This is an optimization exercise on Yosys and OpenROAD, whose aim is small area, a short achievable clock period and few clock cycles, not a production implementation. At most, simulation tests tie the RTL to the original design; equivalence was not proved. No functional check of the RTL was part of runs 2 and 3. Power and IR drop assume default switching activity.

[design/flow/run.sh]
#!/bin/bash
# synth_recipe.tcl (not shown) runs the flow's synth.tcl, then flattens the netlist and writes it again
# the make line also repeats each setting of config.mk as NAME=value (left out here)
make -C /OpenROAD-flow-scripts/flow DESIGN_CONFIG=/design/flow/config.mk WORK_HOME=/design/flow/orfs CLKGATE_MAP_FILE= SYNTH_SCRIPT=/design/flow/synth_recipe.tcl finish
[design/flow/config.mk]
export PLATFORM = sky130hd
export DESIGN_NAME = LBP
export DESIGN_NICKNAME = LBP
export VERILOG_FILES = /design/flow/design.v
export SDC_FILE = /design/flow/constraint.sdc
export NUM_CORES = 4
export LEC_CHECK = 0
export CAP_MARGIN = 20
export CORE_MARGIN = 2
export CORE_UTILIZATION = 40
export SLEW_MARGIN = 20
[design/flow/constraint.sdc]
create_clock -name core_clock -period 5.0 [get_ports {clk}]
set_input_delay 1.0000 -clock core_clock [delete_from_list [all_inputs] [get_ports {clk}]]
set_output_delay 1.0000 -clock core_clock [all_outputs]
set_load 0.01 [all_outputs]
[design/flow/design.v]
`timescale 1ns/10ps
module LBP ( clk, reset, gray_addr, gray_req, gray_ready, gray_data, lbp_addr, lbp_valid, lbp_data, finish);
input   	clk;
input   	reset;
output  [13:0] 	gray_addr;
output         	gray_req;
input   	gray_ready;
input   [7:0] 	gray_data;
output  [13:0] 	lbp_addr;
output  	lbp_valid;
output  [7:0] 	lbp_data;
output  	finish;
reg [13:0] gray_addr;
reg gray_req;
reg [13:0] lbp_addr;
reg lbp_valid;
reg [7:0] lbp_data;
reg finish;
reg [2:0] current_state,next_state; 
reg [6:0] x,y;
wire [6:0] x_b,x_f,y_b,y_f;
reg [3:0] counter_G;
assign x_b = x - 7'd1;
assign x_f = x + 7'd1;
assign y_b = y - 7'd1;
assign y_f = y + 7'd1;
wire [13:0] g0_addr,g1_addr,g2_addr,g3_addr,g4_addr,g5_addr,g6_addr,g7_addr;
reg [13:0] gc_addr;
assign g0_addr = {y_b,x_b};
assign g1_addr = {y_b,x};
assign g2_addr = {y_b,x_f};
assign g3_addr = {y,x_b};
assign g4_addr = {y,x_f};
assign g5_addr = {y_f,x_b};
assign g6_addr = {y_f,x};
assign g7_addr = {y_f,x_f};
reg [7:0] gc_data;
wire [3:0] counter_G_cutOne;
assign counter_G_cutOne = counter_G - 4'd1;
parameter IDLE = 3'd0;
parameter READ_gc = 3'd1;
parameter READ_gp = 3'd2;
parameter RESULT = 3'd3;
parameter FINISH = 3'd4;
always@(posedge clk or posedge reset)
begin
    if(reset) current_state <= IDLE;
    else current_state <= next_state;
end
always@(*)
begin
    case(current_state)
    IDLE: 
    begin
        if(gray_ready == 1'd1) next_state = READ_gc;
        else next_state = IDLE;
    end
    READ_gc: next_state = READ_gp;
    READ_gp:
    begin
        if(counter_G == 4'd8) next_state = RESULT;
        else next_state = READ_gp;
    end
    RESULT: 
    begin
        if(gc_addr == 14'd16254) next_state = FINISH;  
        else next_state = READ_gc;
    end
    FINISH: next_state = FINISH;
    default: next_state = IDLE;
    endcase
end
always@(posedge clk or posedge reset)
begin
    if(reset) x <= 7'd1;
    else if(next_state == RESULT && x == 7'd126) x <= 7'd1;
    else if(next_state == RESULT) x <= x + 7'd1;
end
always@(posedge clk or posedge reset)
begin
    if(reset) y <= 7'd1;
    else if(next_state == RESULT && x == 7'd126) y <= y + 7'd1;
end
always@(posedge clk or posedge reset)
begin
    if(reset) counter_G <= 4'd0;
    else if(next_state == READ_gp) counter_G <= counter_G + 4'd1;
    else if(current_state == RESULT) counter_G <= 4'd0;
end
always@(posedge clk or posedge reset)
begin
    if(reset) gc_addr <= 14'd129;
    else if(next_state == READ_gc) gc_addr <= {y,x};
end
always@(posedge clk or posedge reset)
begin
    if(reset) gray_req <= 1'd0;
    else if(next_state == READ_gc || next_state == READ_gp) gray_req <= 1'd1;
    else gray_req <= 1'd0;
end
always@(posedge clk or posedge reset)
begin
    if(reset) lbp_valid <= 1'd0;
    else if(next_state == RESULT) lbp_valid <= 1'd1;
    else lbp_valid <= 1'd0;
end
always@(posedge clk or posedge reset)
begin
    if(reset) finish <= 1'd0;
    else if(current_state == FINISH) finish <= 1'd1;
end
always@(posedge clk or posedge reset)
begin
    if(reset) gray_addr <= 14'd0;
    else if(next_state == READ_gc) gray_addr <= {y,x};
    else if(next_state == READ_gp)
    begin
        case(counter_G)
        4'd0: gray_addr <= g0_addr;
        4'd1: gray_addr <= g1_addr;
        4'd2: gray_addr <= g2_addr;
        4'd3: gray_addr <= g3_addr;
        4'd4: gray_addr <= g4_addr;
        4'd5: gray_addr <= g5_addr;
        4'd6: gray_addr <= g6_addr;
        4'd7: gray_addr <= g7_addr;
        endcase
    end
end
always@(posedge clk or posedge reset)
begin
    if(reset) lbp_addr <= 14'd0;
    else if(next_state == RESULT) lbp_addr <= gc_addr;
end
always@(posedge clk or posedge reset)
begin
    if(reset) 
    begin
        lbp_data <= 8'd0;
        gc_data <= 8'd0;
    end
    else if(current_state == READ_gc) gc_data <= gray_data;
    else if(current_state == READ_gp)
    begin
        if(gray_data>=gc_data) lbp_data <= lbp_data + (8'd1 << counter_G_cutOne);
    end
    else if(current_state == RESULT) lbp_data <= 8'd0;
end
endmodule
==> results.cfg, run 1 <==
[status]
status = complete, no violations

[global_route]
grt_max_degree = 55
antenna_found_initial = 0
grt_pass1_vias = 3743
grt_pass1_wl_mm = 18.9
gr-total-overflow = 0
grt_usage = 0.183

[setup_path]
r2r_cells = 13
crit_path_max_fanout = 10
regToRegStartpoint = counter_G[0]
regToRegEndpoint = lbp_data[7]
worstSetupStartpointType = flop
max_stage_delay_ns = 0.49
r2r_slack_ns = 1.70
crit_buf_inv = 1
worst_setup_path_end_kind = flop
crit_required_ns = 5.27
crit_chain = inv_1 -> ha_1 -> o21ai_0 -> mux2_2 -> o21ai_0 -> and2_1 -> ha_1 -> nand3_1 -> o211ai_1 -> o41a_1 -> a21o_1 -> a21bo_2 -> a21oi_1
cp.arrival_ns = 3.56
criticalPathCategory = reg2reg
critPathTopFamily = compound AO/OA/AOI/OAI gates
cp_slowest_cell = dfrtp_1

[synth]
synthCells = 512
ys_seq_elements = 82
ys.flop_type = dfrtp_1
ys_warn_count = 1
synthArstFlopShare = 1.00
yosysTopAreaCell = dfrtp_1
yosysUniqueCellTypes = 63
yosysTopAreaCellShare = 0.413
syn-num-nets = 552
syn_area_per_cell_um2 = 9.22
synth_area_um2 = 4720
ys_seq_area_frac = 0.436
synth_area_leaders = dfrtp_1 (41%), nand2_1 (8.8%), ha_1 (7.4%)
synth_edf_count = 0

[pwr]
p_leak_uw = 0.00250
powerDensity_nw_per_um2 = 266
power_uw = 1480
vdd_drop_max_mv = 0.144

[clock_tree]
htree_levels = 3
hold_buffers = 0
postCtsSetupBuffers = 0
post_cts_resized = 0
clk_latency_ns = 0.34
cts_buffer_depth = 2
cts_root_buffer = clkbuf_16
clk_pin_slew_ns = 0.07
clock_sinks = 82
cts_tree = built
cts_buffers = 9

[die]
die_x_um = 113
core_area_um2 = 11500
num_rows = 39
initial_utilization = 0.412
die_area_um2 = 12700
io-pin-count = 50
die_height_um = 113

[timing]
finClkSkew_ns = 0.00986
hold_violations = 0
fin_crit_sh = 0.660
clock.fmax_mhz = 303
setup_viol = 0
relSlewSlack = 0.445
fin_crit_ns = 3.30
drv_slew = 0
worst_pin_slew_ns = 0.828
rsz0062_at_grt = false
setup-tns-final_ns = 0

[route]
drc = 0
routed_via_density = 5.52
routedWlPerCell_um = 15.7
ant_nets = 0
dr.pass1.iters = 5
wirelength_mm = 10.9
vias = 3823
drt_iter0_markers = 335

[final_layout]
antenna_cells = 0
syn2layout_area_growth_pct = 17.9
drive_gt1_frac = 0.0782
final_nets = 585

[place]
portBuffers = 49
gp_congestion = 0.840
dp_hpwl_mm = 7.66

[worst_hold_path]
timing.hold.worst.start = finish
worstHoldEndpoint = finish
hold_path_class = reg2reg
min_path_cells = 1

[job]
drv_cap = 0
## how the worst max path moves through the flow
stage,start,endpoint,slack (ns),cells after the start
floorplan,reset,counter_G[0],1.90,1
global placement,counter_G[0],lbp_data[7],1.91,13
detailed placement,counter_G[0],lbp_data[7],1.77,13
CTS,counter_G[0],lbp_data[7],1.74,13
global route,counter_G[0],lbp_data[7],1.41,13
finish,counter_G[0],lbp_data[7],1.70,13
## per-stage QoR
stage	cell area, µm²	instances	utilization	hold WS, ns	worst slack (ns)
finish	5570	693	0.485	0.468	1.70
global route	5570	693	0.485	0.493	1.41
CTS	5550	692	0.484	0.479	1.74
detailed placement	5260	676	0.458	0.463	1.77
global placement	5260	676	0.458	0.458	1.91
floorplan	4720	512	-	0.460	1.90
## synthesized netlist by cell type (all sizes together) (2+ instances only)
cell type,number
a211oi,14
nand4,2
inv,24
or3b,4
o221a,2
o21ai,31
a31oi,2
nor3,7
o211ai,2
o22ai,8
a211o,2
ha,28
nand3b,2
nor3b,3
a221o,12
mux2,4
nor2,27
buf,19
nand2b,4
a22oi,2
or3,2
o2bb2ai,4
dfstp,4
nand3,15
xnor2,6
clkbuf,12
xor2,5
nor2b,5
dfrtp,78
a21o,4
a22o,2
nand2,112
o21a,2
o31ai,11
and2,7
a221oi,8
and3,3
a21oi,19
nand4b,2
## report_power, final
part	internal, µW	total (µW)	switching (µW)
clock network	350	647	297
logic	67.7	129	61.7
registers	684	705	20.9
total	1100	1480	379
## cells by family after synthesis
group / count (synthesis) / synth area share
buf+inv: 55 / 0.0525
compound gates: 131 / 0.203
mux: 5 / 0.0117
xor+xnor: 11 / 0.0204
fa+ha+maj: 29 / 0.0785
flops: 82 / 0.436
simple gates: 199 / 0.198
## cell type report
| type | instances | area [µm²] |
|---|---|---|
| Timing Repair Buffer | 53 | 533 |
| Inverter | 24 | 91.3 |
| Clock inverter | 7 | 65.1 |
| Sequential cell | 82 | 2060 |
| Tap cell | 143 | 179 |
| Clock buffer | 9 | 225 |
| Fill cell | 1084 | 5900 |
| Multi-Input combinational cell | 375 | 2420 |
## flip-flops by register name, indices dropped and copies added (netlist names)
name           count
counter_G          4
current_state      3
finish             1
gc_addr           14
gc_data            8
gray_addr         14
gray_req           1
lbp_addr          14
lbp_data           8
lbp_valid          1
x                  7
y                  7
## cells in the final DEF, fill, tap and decap left out, drive strengths merged, types with 8 or more instances in the layout
| master | count |
|---|---|
| nand2 | 112 |
| dfrtp | 78 |
| clkdlybuf4s50 | 49 |
| o21ai | 31 |
| ha | 28 |
| inv | 28 |
| nor2 | 27 |
| a21oi | 19 |
| nand3 | 15 |
| a211oi | 14 |
| a221o | 12 |
| o31ai | 11 |
| clkbuf | 9 |
| a221oi | 8 |
| o22ai | 8 |
## layer usage
layer  global-route usage  vias to the layer above  part of all wire
li1                     -                     1876                 -
met1                0.272                     1846              0.49
met2                0.274                       91              0.45
met3               0.0232                       10             0.044
met4               0.0667                        0             0.013
met5                    0                        -                 0
Testbench counts, summed over its fixed seeds: cycles 1,905,156.
==> run 2: changes to the inputs <==
==> design/flow/design.v (replaced) <==
`timescale 1ns/10ps
module LBP ( clk, reset, gray_addr, gray_req, gray_ready, gray_data, lbp_addr, lbp_valid, lbp_data, finish);
input   	clk;
input   	reset;
output  [13:0] 	gray_addr;
output         	gray_req;
input   	gray_ready;
input   [7:0] 	gray_data;
output  [13:0] 	lbp_addr;
output  	lbp_valid;
output  [7:0] 	lbp_data;
output  	finish;
localparam L = 8;               
localparam IW = 3;              
reg [IW-1:0] i;                 
reg [6:0] y, x;                 
reg run;                        
reg fin1;                       
reg finish;
reg lbp_valid;
reg [13:0] lbp_addr;
reg [7:0] lbp_data;
assign gray_addr = {y, x};
assign gray_req  = run;
wire col_end = (i == L-1);
wire last    = (y == 7'd127) && (x == 7'd127);
wire [6:0] y_dec = y - 7'd1;
always @(posedge clk or posedge reset) begin
    if (reset) begin
        i <= 0; y <= 7'd0; x <= 7'd0;
        run <= 1'b0; fin1 <= 1'b0; finish <= 1'b0; lbp_valid <= 1'b0;
    end else begin
        if (run) begin
            if (col_end) begin
                i <= 0;
                x <= x + 7'd1;
                y <= (x == 7'd127) ? y_dec : y - (L-1);
            end else begin
                i <= i + 1'b1;
                y <= y + 7'd1;
            end
        end
        run <= run ? ~last : (gray_ready & ~fin1);
        fin1 <= fin1 | (run & last);
        finish <= fin1;
        lbp_valid <= run & (i >= 2) & (x >= 7'd2);
    end
end
function ge8(input [7:0] a, input [7:0] b);
    integer k; reg g;
    begin
        g = 1'b1;
        for (k = 0; k < 8; k = k + 1) g = (a[k] & ~b[k]) | ((a[k] | ~b[k]) & g);
        ge8 = g;
    end
endfunction
reg [7:0] p [1:L+1];
wire [7:0] c = gray_data;
integer j;
always @(posedge clk) begin
    p[1] <= c;
    for (j = 2; j <= L+1; j = j + 1) p[j] <= p[j-1];
end
wire [7:0] q = p[L+1];          
reg w1;
reg [1:0] w2;
reg [2:0] w [3:L];
reg [3:0] wl;
always @(posedge clk) begin
    w1 <= ge8(q, c);
    w2 <= {ge8(q, p[1]), w1};
    w[3] <= {ge8(q, p[2]), w2};
    for (j = 4; j <= L; j = j + 1) w[j] <= w[j-1];
    wl <= {ge8(q, p[L]), w[L]};
    lbp_data <= {ge8(c, q), ge8(p[L], q), wl[2], ge8(p[1], q), wl[1], ge8(p[2], q), wl[3], wl[0]};
    lbp_addr <= {y_dec, x - 7'd1};
end
endmodule
--- a/design/flow/config.mk
+++ b/design/flow/config.mk
@@ -10,2 +10,3 @@
 export CORE_UTILIZATION = 40
+export SETUP_SLACK_MARGIN = 3.2
 export SLEW_MARGIN = 20
==> run 2 against run 1 <==
Critical path depth shrank 12. Utilization grew 6.8 points. Maximum frequency grew 60%. Final cell count shrank 16%. First-iteration DRC count shrank 76%. Register-to-register slack gained 1.6 ns.
==> results.cfg, run 2 <==
[status]
status = complete, no violations

[global_route]
grtUsageMet3 = 0.0578
gr-total-overflow = 0
grt_pass1_wl_mm = 12.0
met1_usage = 0.167
grt_usage = 0.139
met2_usage = 0.215
antenna_found_initial = 0
grt_pass1_vias = 2610
grt_max_degree = 22
busiest_layer = met2

[die]
initial_utilization = 0.410
num_rows = 37
io-pin-count = 50
die_area_um2 = 11400
die_height_um = 107
die_x_um = 107
core_area_um2 = 10300

[pwr]
power.switching_uw = 944
p_sw_frac = 0.271
p_leak_uw = 0.00248
comb_power_share = 0.226
clkPwrFrac = 0.374
p_int_uw = 2540
powerDensity_nw_per_um2 = 610
vdd_drop_max_mv = 0.233
pwr-share-seq = 0.400

[clock_tree]
htree_levels = 4
clk_latency_ns = 0.52
clock_sinks = 140
hold_buffers = 0
cts_root_buffer = clkbuf_8
cts_buffer_depth = 2
cts_buffers = 17
clk_pin_slew_ns = 0.06
cts_tree = built

[route]
ant_nets = 0
dr.pass1.iters = 4
routed_via_density = 4.58
drc = 0
routedWlPerCell_um = 12.4
wirelength_mm = 7.24
vias = 2664
drt_iter0_markers = 82

[timing]
clock.fmax_mhz = 485
relSlewSlack = 0.447
setup-tns-final_ns = 0
fin_crit_sh = 0.412
drv_slew = 0
rsz0062_at_grt = true
setup_viol = 0
fin_ws_ns = 2.94
fin_crit_ns = 2.06
hold_violations = 0
finClkSkew_ns = 0.00642
worst_pin_slew_ns = 0.829

[place]
gp_congestion = 0.774
portBuffers = 49
place_area_um2 = 4870
pre_cts_slack_ns = 2.66
dp_hpwl_mm = 4.53

[setup_path]
worst_setup_path_end_kind = output port
cp.depth = 1
criticalPathCategory = reg2out
crit_path_max_fanout = 2
crit_chain = buf_6
crit_required_ns = 4.00
cp_slowest_cell = dfrtp_2
r2r_slack_ns = 3.26
r2r_cells = 7
crit_buf_inv = 1
cp.arrival_ns = 1.06
critPathTopFamily = flip-flops
worstSetupStartpointType = flop
max_stage_delay_ns = 0.42

[final_layout]
syn2layout_area_growth_pct = 34.9
reg_top3 = p: 72 flops, w: 18 flops, lbp_addr: 14 flops
top_register = p
largest_reg_flops = 72
final_common_cell = dfxtp_1
antenna_cells = 0
drive_gt1_frac = 0.318
final_cell_mix = dfxtp_1 (113), buf_4 (27), buf_2 (20), buf_6 (20), inv_1 (19)
final_nets = 453
fin_area_um2 = 5720

[synth]
synth_edf_count = 0
syn_area_per_cell_um2 = 12.2
yosys-top-cells-count = dfxtp_1 (119), dfrtp_1 (21), inv_1 (19), nand2_1 (19), nor2_1 (16)
ys_seq_area_frac = 0.686
ys.flop_type = dfxtp_1
yosysTopAreaCellShare = 0.562
synth.most_common_cell = dfxtp_1
ys_seq_elements = 140
syn-num-nets = 366
synth_area_leaders = dfxtp_1 (56%), dfrtp_1 (12%), maj3_1 (2.6%)
synthCells = 347
yosysTopAreaCell = dfxtp_1
ys_warn_count = 3
synthArstFlopShare = 0.150
yosysUniqueCellTypes = 43
synth_area_um2 = 4240

[worst_hold_path]
min_path_cells = 0
hold_path_class = reg2reg

[job]
drv_cap = 0
[run 2: changes by cell type after synthesis, sizes merged, moves of 18 or more]
cell and change:
o21ai -20, buf -19, ha -20, maj3 +18, nand2 -93, dfxtp +119, dfrtp -57
[run 2: path summary, 6_finish.rpt]
| kind | startpoint | end |
|---|---|---|
| min in group asynchronous | reset | finish |
| max reg2reg | run | x[5] |
| max in group asynchronous | reset | y[1] |
| min reg2reg | w[4][1] | w[5][1] |
| min | w[4][1] | w[5][1] |
| max | x[2] | gray_addr[2] |
[run 2: routing by layer]
layer  up-vias  routed length (µm)
li1       1340                   -
met1      1243                3280
met2        72                3420
met3         9                 444
met4         0                  91
met5         -                   0
[run 2: cell type report]
type                            instances  area, µm²
Clock buffer                           17        414
Sequential cell                       140       2930
Tap cell                              136        170
Multi-Input combinational cell        176       1270
Timing Repair Buffer                   77        631
Fill cell                             872       4610
Clock inverter                         14        210
Inverter                               22       82.6
[run 2: per-stage QoR]
stage | hold slack (ns) | cells | power (µW) | utilization
6_report | 0.319 | 582 | 3490 | 0.554
5_1_grt | 0.323 | 582 | 3670 | 0.554
4_1_cts | 0.326 | 572 | 3440 | 0.539
3_5_place_dp | 0.312 | 523 | 2080 | 0.471
3_3_place_gp | 0.310 | 523 | 2060 | 0.471
2_1_floorplan | 0.310 | 347 | 1780 | -
[run 2: logic make-up after synthesis]
family	count (synthesis)	share of synthesized area
DFF	140	0.686
and+or+nand+nor	70	0.0806
AOI/OAI and AO/OA	55	0.0847
buffers and inverters	31	0.0275
adders and majority gates	26	0.0682
xor gates and xnor gates	23	0.0475
muxes	2	0.00531
[run 2: power groups by stage]
stage               combinational, µW  sequential [µW]  clock [µW]
global route                      870             1420        1380
CTS                               717             1390        1330
finish                            788             1390        1300
detailed placement                607             1470           0
global placement                  598             1460           0
floorplan                         323             1460           0
[run 2: what timing repair did]
action	CTS	global route
pin swaps	0	6
endpoints found under the setup margin	43	49
buffers inserted	18	10
resized for setup	194	19
==> run 3: changes to the inputs <==
--- a/design/flow/config.mk
+++ b/design/flow/config.mk
@@ -10,3 +10,2 @@
 export CORE_UTILIZATION = 40
-export SETUP_SLACK_MARGIN = 3.2
 export SLEW_MARGIN = 20
==> run 3 against run 2 <==
Power decreased by 6.7%. Sequential cell count unchanged. Sequential power increased by 4%. Maximum frequency decreased by 28%. Count of clock-buffer cells in the layout unchanged.
==> results.cfg, run 3 <==
[clock_tree]
clock_sinks = 140
post_cts_resized = 0
htree_levels = 4
clk_latency_ns = 0.51
cts_buffer_depth = 2
cts_root_buffer = clkbuf_8
hold_buffers = 0
cts_tree = built
postCtsSetupBuffers = 0
cts_buffers = 17
clk_pin_slew_ns = 0.06

[setup_path]
worst_setup_path_end_kind = output port
critPathTopFamily = flip-flops
worstSetupStartpointType = flop
crit_required_ns = 4.00
crit_chain = clkdlybuf4s50_1
crit_path_max_fanout = 19
criticalPathCategory = reg2out
cp_slowest_cell = dfrtp_1
cp.arrival_ns = 1.86
max_stage_delay_ns = 0.71
crit_buf_inv = 1

[pwr]
p_sw_frac = 0.283
vdd_drop_max_mv = 0.233
pwr-share-seq = 0.444
p_leak_uw = 0.00228
comb_power_share = 0.185
clkPwrFrac = 0.371
powerDensity_nw_per_um2 = 596
power_uw = 3250
p_int_uw = 2330
power.switching_uw = 921

[final_layout]
syn2layout_area_growth_pct = 28.8
drive_gt1_frac = 0.105
final_nets = 425
fill_cells = 878
top_register = p
stdcell_count = 555
final_common_cell = dfxtp_1
reg_top3 = p: 72 flops, w: 18 flops, lbp_addr: 14 flops
final_cell_mix = dfxtp_1 (119), clkdlybuf4s50_1 (49), dfrtp_1 (21), inv_1 (19), nand2_1 (19)
largest_reg_flops = 72
antenna_cells = 0

[global_route]
grt_pass1_wl_mm = 11.3
grt_usage = 0.127
gr-total-overflow = 0
grt_pass1_vias = 2456
grt_max_degree = 22
antenna_found_initial = 0

[synth]
ys_seq_elements = 140
yosys-top-cells-count = dfxtp_1 (119), dfrtp_1 (21), inv_1 (19), nand2_1 (19), nor2_1 (16)
yosysTopAreaCellShare = 0.562
synth.most_common_cell = dfxtp_1
ys_seq_area_frac = 0.686
yosysTopAreaCell = dfxtp_1
synth_area_leaders = dfxtp_1 (56%), dfrtp_1 (12%), maj3_1 (2.6%)
syn_area_per_cell_um2 = 12.2
synth_area_um2 = 4240
ys.flop_type = dfxtp_1
synthArstFlopShare = 0.150
ys_warn_count = 3
syn-num-nets = 366
synth_edf_count = 0
synthCells = 347
yosysUniqueCellTypes = 43

[timing]
setup_viol = 0
fin_crit_ns = 2.86
rsz0062_at_grt = false
setup-tns-final_ns = 0
hold_violations = 0
fin_ws_ns = 2.14
clock.fmax_mhz = 350
worst_pin_slew_ns = 0.819
finClkSkew_ns = 0.0103
fin_crit_sh = 0.572
drv_slew = 0
relSlewSlack = 0.454

[route]
drc = 0
wl_met2_mm = 2.95
routed_via_density = 4.50
routedWlPerCell_um = 11.8
wl_met3_um = 262
dr.pass1.iters = 4
met1Wirelength_mm = 3.23
vias = 2498
wirelength_mm = 6.55
top_layer = met4
ant_nets = 0
drt_iter0_markers = 64

[die]
die_height_um = 107
core_area_um2 = 10300
initial_utilization = 0.410
io-pin-count = 50
die_area_um2 = 11400
num_rows = 37
die_x_um = 107

[place]
placed_cells = 523
pre_cts_slack_ns = 2.59
portBuffers = 49
gp_congestion = 0.774
dp_hpwl_mm = 4.36

[status]
status = complete, no violations

[worst_hold_path]
hold_path_class = reg2reg

[job]
drv_cap = 0
-- run 3: cell counts after synthesis --
No cell type changed its count.
-- run 3: path summary, 6_finish.rpt --
kind | start | end | slack [ns] | cells past startpoint
max reg2reg | i[1] | x[5] | 3.00 | 6
min in group asynchronous | reset | y[4] | 0.97 | 2
min reg2reg | w[5][1] | w[6][1] | 0.32 | 0
min | w[5][1] | w[6][1] | 0.32 | 0
max in group asynchronous | reset | y[1] | 3.52 | 2
max | run | gray_req | 2.14 | 1
-- run 3: per-stage QoR --
stage               instance area [µm²]  utilization  hold slack [ns]
floorplan                          4240            -            0.310
global placement                   4860        0.471            0.310
detailed placement                 4860        0.471            0.312
CTS                                5460        0.529            0.322
global route                       5460        0.529            0.326
finish                             5460        0.529            0.323
-- run 3: layout make-up --
class | count | area [µm²] | share of cell area
multi-input combinational | 176 | 1210 | 0.222
clock inverter | 15 | 178 | 0.0326
inverter | 22 | 82.6 | 0.0151
timing repair buffer | 49 | 490 | 0.0899
clock buffer | 17 | 414 | 0.0759
sequential | 140 | 2910 | 0.533
tap | 136 | 170 | 0.0312
-- run 3: power by group through the flow --
| stage | clock network (µW) | registers [µW] | logic, µW |
|---|---|---|---|
| 6_report | 1210 | 1450 | 600 |
| 5_1_grt | 1290 | 1470 | 666 |
| 4_1_cts | 1230 | 1450 | 610 |
| 3_5_place_dp | 0 | 1470 | 606 |
| 3_3_place_gp | 0 | 1460 | 597 |
| 2_1_floorplan | 0 | 1460 | 323 |
-- run 3: cell families after synthesis --
family,synth area share
multiplexers,0.00531
AO/OA/AOI/OAI,0.0847
adder cells (fa/ha/maj),0.0682
XOR/XNOR,0.0475
flip-flops,0.686
buffers and inverters,0.0275
AND/OR/NAND/NOR,0.0806
-- run 3: per-layer routing --
layer / up-vias / GRT usage
li1: 1290 / -
met5: - / 0
met1: 1137 / 0.170
met3: 9 / 0.0389
met4: 0 / 0.0612
met2: 62 / 0.189
==> run 4: changes to the inputs <==
--- a/design/flow/design.v
+++ b/design/flow/design.v
@@ -13,2 +13,3 @@
 localparam L = 8;               
+localparam K = L - 2;           
 localparam IW = 3;              
@@ -26,3 +27,2 @@
 wire last    = (y == 7'd127) && (x == 7'd127);
-wire [6:0] y_dec = y - 7'd1;
 always @(posedge clk or posedge reset) begin
@@ -36,3 +36,3 @@
                 x <= x + 7'd1;
-                y <= (x == 7'd127) ? y_dec : y - (L-1);
+                y <= (x == 7'd127) ? y - 7'd1 : y - (L-1);
             end else begin
@@ -48,10 +48,2 @@
 end
-function ge8(input [7:0] a, input [7:0] b);
-    integer k; reg g;
-    begin
-        g = 1'b1;
-        for (k = 0; k < 8; k = k + 1) g = (a[k] & ~b[k]) | ((a[k] | ~b[k]) & g);
-        ge8 = g;
-    end
-endfunction
 reg [7:0] p [1:L+1];
@@ -63,15 +55,15 @@
 end
-wire [7:0] q = p[L+1];          
-reg w1;
-reg [1:0] w2;
-reg [2:0] w [3:L];
-reg [3:0] wl;
+wire [7:0] up = p[1];
+wire [7:0] dl = p[L-1];
+wire [7:0] lf = p[L];
+wire [7:0] ul = p[L+1];
+reg [7:0] w [1:L+1];
 always @(posedge clk) begin
-    w1 <= ge8(q, c);
-    w2 <= {ge8(q, p[1]), w1};
-    w[3] <= {ge8(q, p[2]), w2};
-    for (j = 4; j <= L; j = j + 1) w[j] <= w[j-1];
-    wl <= {ge8(q, p[L]), w[L]};
-    lbp_data <= {ge8(c, q), ge8(p[L], q), wl[2], ge8(p[1], q), wl[1], ge8(p[2], q), wl[3], wl[0]};
-    lbp_addr <= {y_dec, x - 7'd1};
+    w[1] <= {2'b00, (dl >= c), 1'b0, (lf >= c), 1'b0, (up >= c), (ul >= c)};
+    w[2] <= w[1] | {1'b0, (c >= up), 6'b0};
+    for (j = 3; j <= L-1; j = j + 1) w[j] <= w[j-1];
+    w[L]   <= w[L-1] | {5'b0, (c >= dl), 2'b0};
+    w[L+1] <= w[L]   | {3'b0, (c >= lf), 4'b0};
+    lbp_data <= w[L+1] | {(c >= ul), 7'b0};
+    lbp_addr <= {y - 7'd1, x - 7'd1};
 end
==> run 4 against run 3 <==
Still clean on timing, DRC and antenna. Sequential cell count increased by 22. Routed wire length increased by 14%. Utilization shrank 1.4 points. First-iteration DRC count rose by 120%. Sequential power increased by 14%. Largest cell class unchanged. Largest power group unchanged.
==> results.cfg, run 4 <==
[synth]
synth_xor_area_frac = 0.0368
synthMuxAreaShare = 0.00826
ys.flop_type = dfxtp_1
yosysUniqueCellTypes = 37
yosysTopAreaCell = dfxtp_1
synth.most_common_cell = dfxtp_1
yosys-top-cells-count = dfxtp_1 (141), inv_1 (44), ha_1 (40), dfrtp_1 (21), nand2_1 (15)
synthAdderAreaFrac = 0.100
synthCells = 397
ys_seq_elements = 162
syn_area_per_cell_um2 = 12.6
synth_area_leaders = dfxtp_1 (56%), dfrtp_1 (11%), ha_1 (10%)
synth_top_family_by_area = adder cells
synth-compound-area-share = 0.0568
synth_edf_count = 0
yosys.area_share.simple = 0.0896
ys_warn_count = 3
syn-num-nets = 448
synth_area_um2 = 5000
ys_seq_area_frac = 0.670
synthArstFlopShare = 0.130
yosysTopAreaCellShare = 0.565

[setup_path]
cp.depth = 1
cp_slowest_cell = dfrtp_1
max_stage_delay_ns = 0.68
endpoint = gray_req
regToRegStartpoint = i[1]
cp.arrival_ns = 1.74
criticalPathCategory = reg2out
crit_buf_inv = 1
crit_required_ns = 4.00
r2r_cells = 7
crit_path_max_fanout = 17
r2r_slack_ns = 3.04
worstSetupStartpointType = flop
regToRegEndpoint = y[2]
worst_setup_path_end_kind = output port
worstSetupStartpoint = run
critPathTopFamily = flip-flops
crit_chain = clkdlybuf4s50_1

[clock_tree]
hold_buffers = 0
clock_sinks = 162
htree_levels = 4
cts_buffers = 17
postCtsSetupBuffers = 0
cts_root_buffer = clkbuf_16
clk_pin_slew_ns = 0.06
cts_buffer_depth = 2
cts_tree = built
post_cts_resized = 0
clk_latency_ns = 0.41

[route]
vias = 2822
wirelength_mm = 7.44
drt_iter0_markers = 143
routed_via_density = 4.42
dr.pass1.iters = 4
drc = 0
routedWlPerCell_um = 11.6
ant_nets = 0

[final_layout]
drive_gt1_frac = 0.0807
largest_reg_flops = 72
top_register = p
syn2layout_area_growth_pct = 24.8
antenna_cells = 0
final_common_cell = dfxtp_1
final_cell_mix = dfxtp_1 (141), clkdlybuf4s50_1 (49), inv_1 (44), ha_1 (40), dfrtp_1 (21)
final_nets = 510
reg_top3 = p: 72 flops, w: 47 flops, lbp_addr: 14 flops

[place]
dp_hpwl_mm = 5.26
portBuffers = 49
gp_congestion = 0.768

[global_route]
gr-total-overflow = 0
grt_pass1_wl_mm = 12.4
antenna_found_initial = 0
grt_max_degree = 22
grt_pass1_vias = 2717
grt_usage = 0.123

[timing]
drv_slew = 0
setup-tns-final_ns = 0
hold_violations = 0
finClkSkew_ns = 0.00637
fin_crit_sh = 0.548
clock.fmax_mhz = 365
relSlewSlack = 0.428
setup_viol = 0
worst_pin_slew_ns = 0.857
fin_crit_ns = 2.74
rsz0062_at_grt = false

[job]
drv_cap = 0

[die]
num_rows = 40
initial_utilization = 0.413
die_x_um = 116
die_area_um2 = 13400
io-pin-count = 50
die_height_um = 116
core_area_um2 = 12100

[status]
status = complete, no violations

[pwr]
power_uw = 3500
powerDensity_nw_per_um2 = 561
p_leak_uw = 0.00284
vdd_drop_max_mv = 0.220

[worst_hold_path]
hold_path_class = reg2reg
-- run 4: worst min path at each step --
| stage | to | cells past startpoint | from | slack [ns] |
|---|---|---|---|---|
| after floorplan | lbp_data[0] | 0 | w[9][0] | 0.31 |
| after global placement | p[6][4] | 0 | p[5][4] | 0.31 |
| after detailed placement | lbp_data[1] | 0 | w[9][1] | 0.31 |
| after CTS | p[6][3] | 0 | p[5][3] | 0.32 |
| after global routing | p[6][3] | 0 | p[5][3] | 0.33 |
| final | p[6][2] | 0 | p[5][2] | 0.32 |
-- run 4: layout make-up --
type / count / area (µm²)
tap: 168 / 210
clock buffer: 22 / 494
multi-input combinational: 185 / 1460
clock inverter: 9 / 70.1
inverter: 44 / 165
sequential: 162 / 3350
fill: 1076 / 5880
timing repair buffer: 49 / 490
-- run 4: per-layer routing --
layer,GRT usage,vias to the layer above,part of all wire
met3,0.0424,9,0.040
met4,0.0643,0,0.019
met5,0,-,0
li1,-,1437,-
met1,0.146,1322,0.46
met2,0.197,54,0.48
-- run 4: metrics by stage --
step	area (µm²)	hold WS, ns	utilization	worst slack, ns	cells
global route	6240	0.326	0.515	2.17	639
global placement	5670	0.310	0.468	2.13	608
floorplan	5000	0.310	-	2.78	397
detailed placement	5670	0.312	0.468	2.10	608
finish	6240	0.320	0.515	2.26	639
CTS	6240	0.321	0.515	2.23	639
-- run 4: where the power goes --
part	switching, µW	internal, µW
clock network	486	703
registers	148	1500
logic	299	358
-- run 4: kinds of logic (layout without fill, tap and decap cells) --
group | count (synthesis) | in the layout
flip-flops | 162 | 162
AND/OR/NAND/NOR | 77 | 77
buffers and inverters | 50 | 124
AO/OA/AOI/OAI | 43 | 43
adder cells (fa/ha/maj) | 40 | 40
XOR/XNOR | 21 | 21
multiplexers | 4 | 4
Testbench counts of run 4, summed over its fixed seeds: cycles 258,084.

[what the ideal ports hide]
The results above use ideal ports. As a check the final layouts listed here were re-extracted and re-timed, cells and wires unchanged.
Step 1 assumes that a clkbuf_16 drives the clock port and a buf_2 every other input.
Step 2 also shifts input and output timing later by t, the mid clock arrival at the registers, as if the neighbouring blocks saw the same clock.
Slacks: ideal / step 1 / step 2; pairs: ideal / step 1.
run	shift t [ns]	setup slack, ns	latest minus earliest clock arrival (ns)	pins driven straight from the clock port
run 1	0.370	1.702 / 1.702 / 1.702	0.011 / 0.011	1
run 2	0.546	2.938 / 2.905 / 2.762	0.010 / 0.010	1
run 3	0.537	2.141 / 2.110 / 2.591	0.011 / 0.012	1
run 4	0.444	2.262 / 2.225 / 2.076	0.007 / 0.007	1
After both steps every run listed still meets setup and hold. For run 4, which loses most, drivers alone change the setup slack by -0.037 ns; drivers and shift together by -0.186 ns.
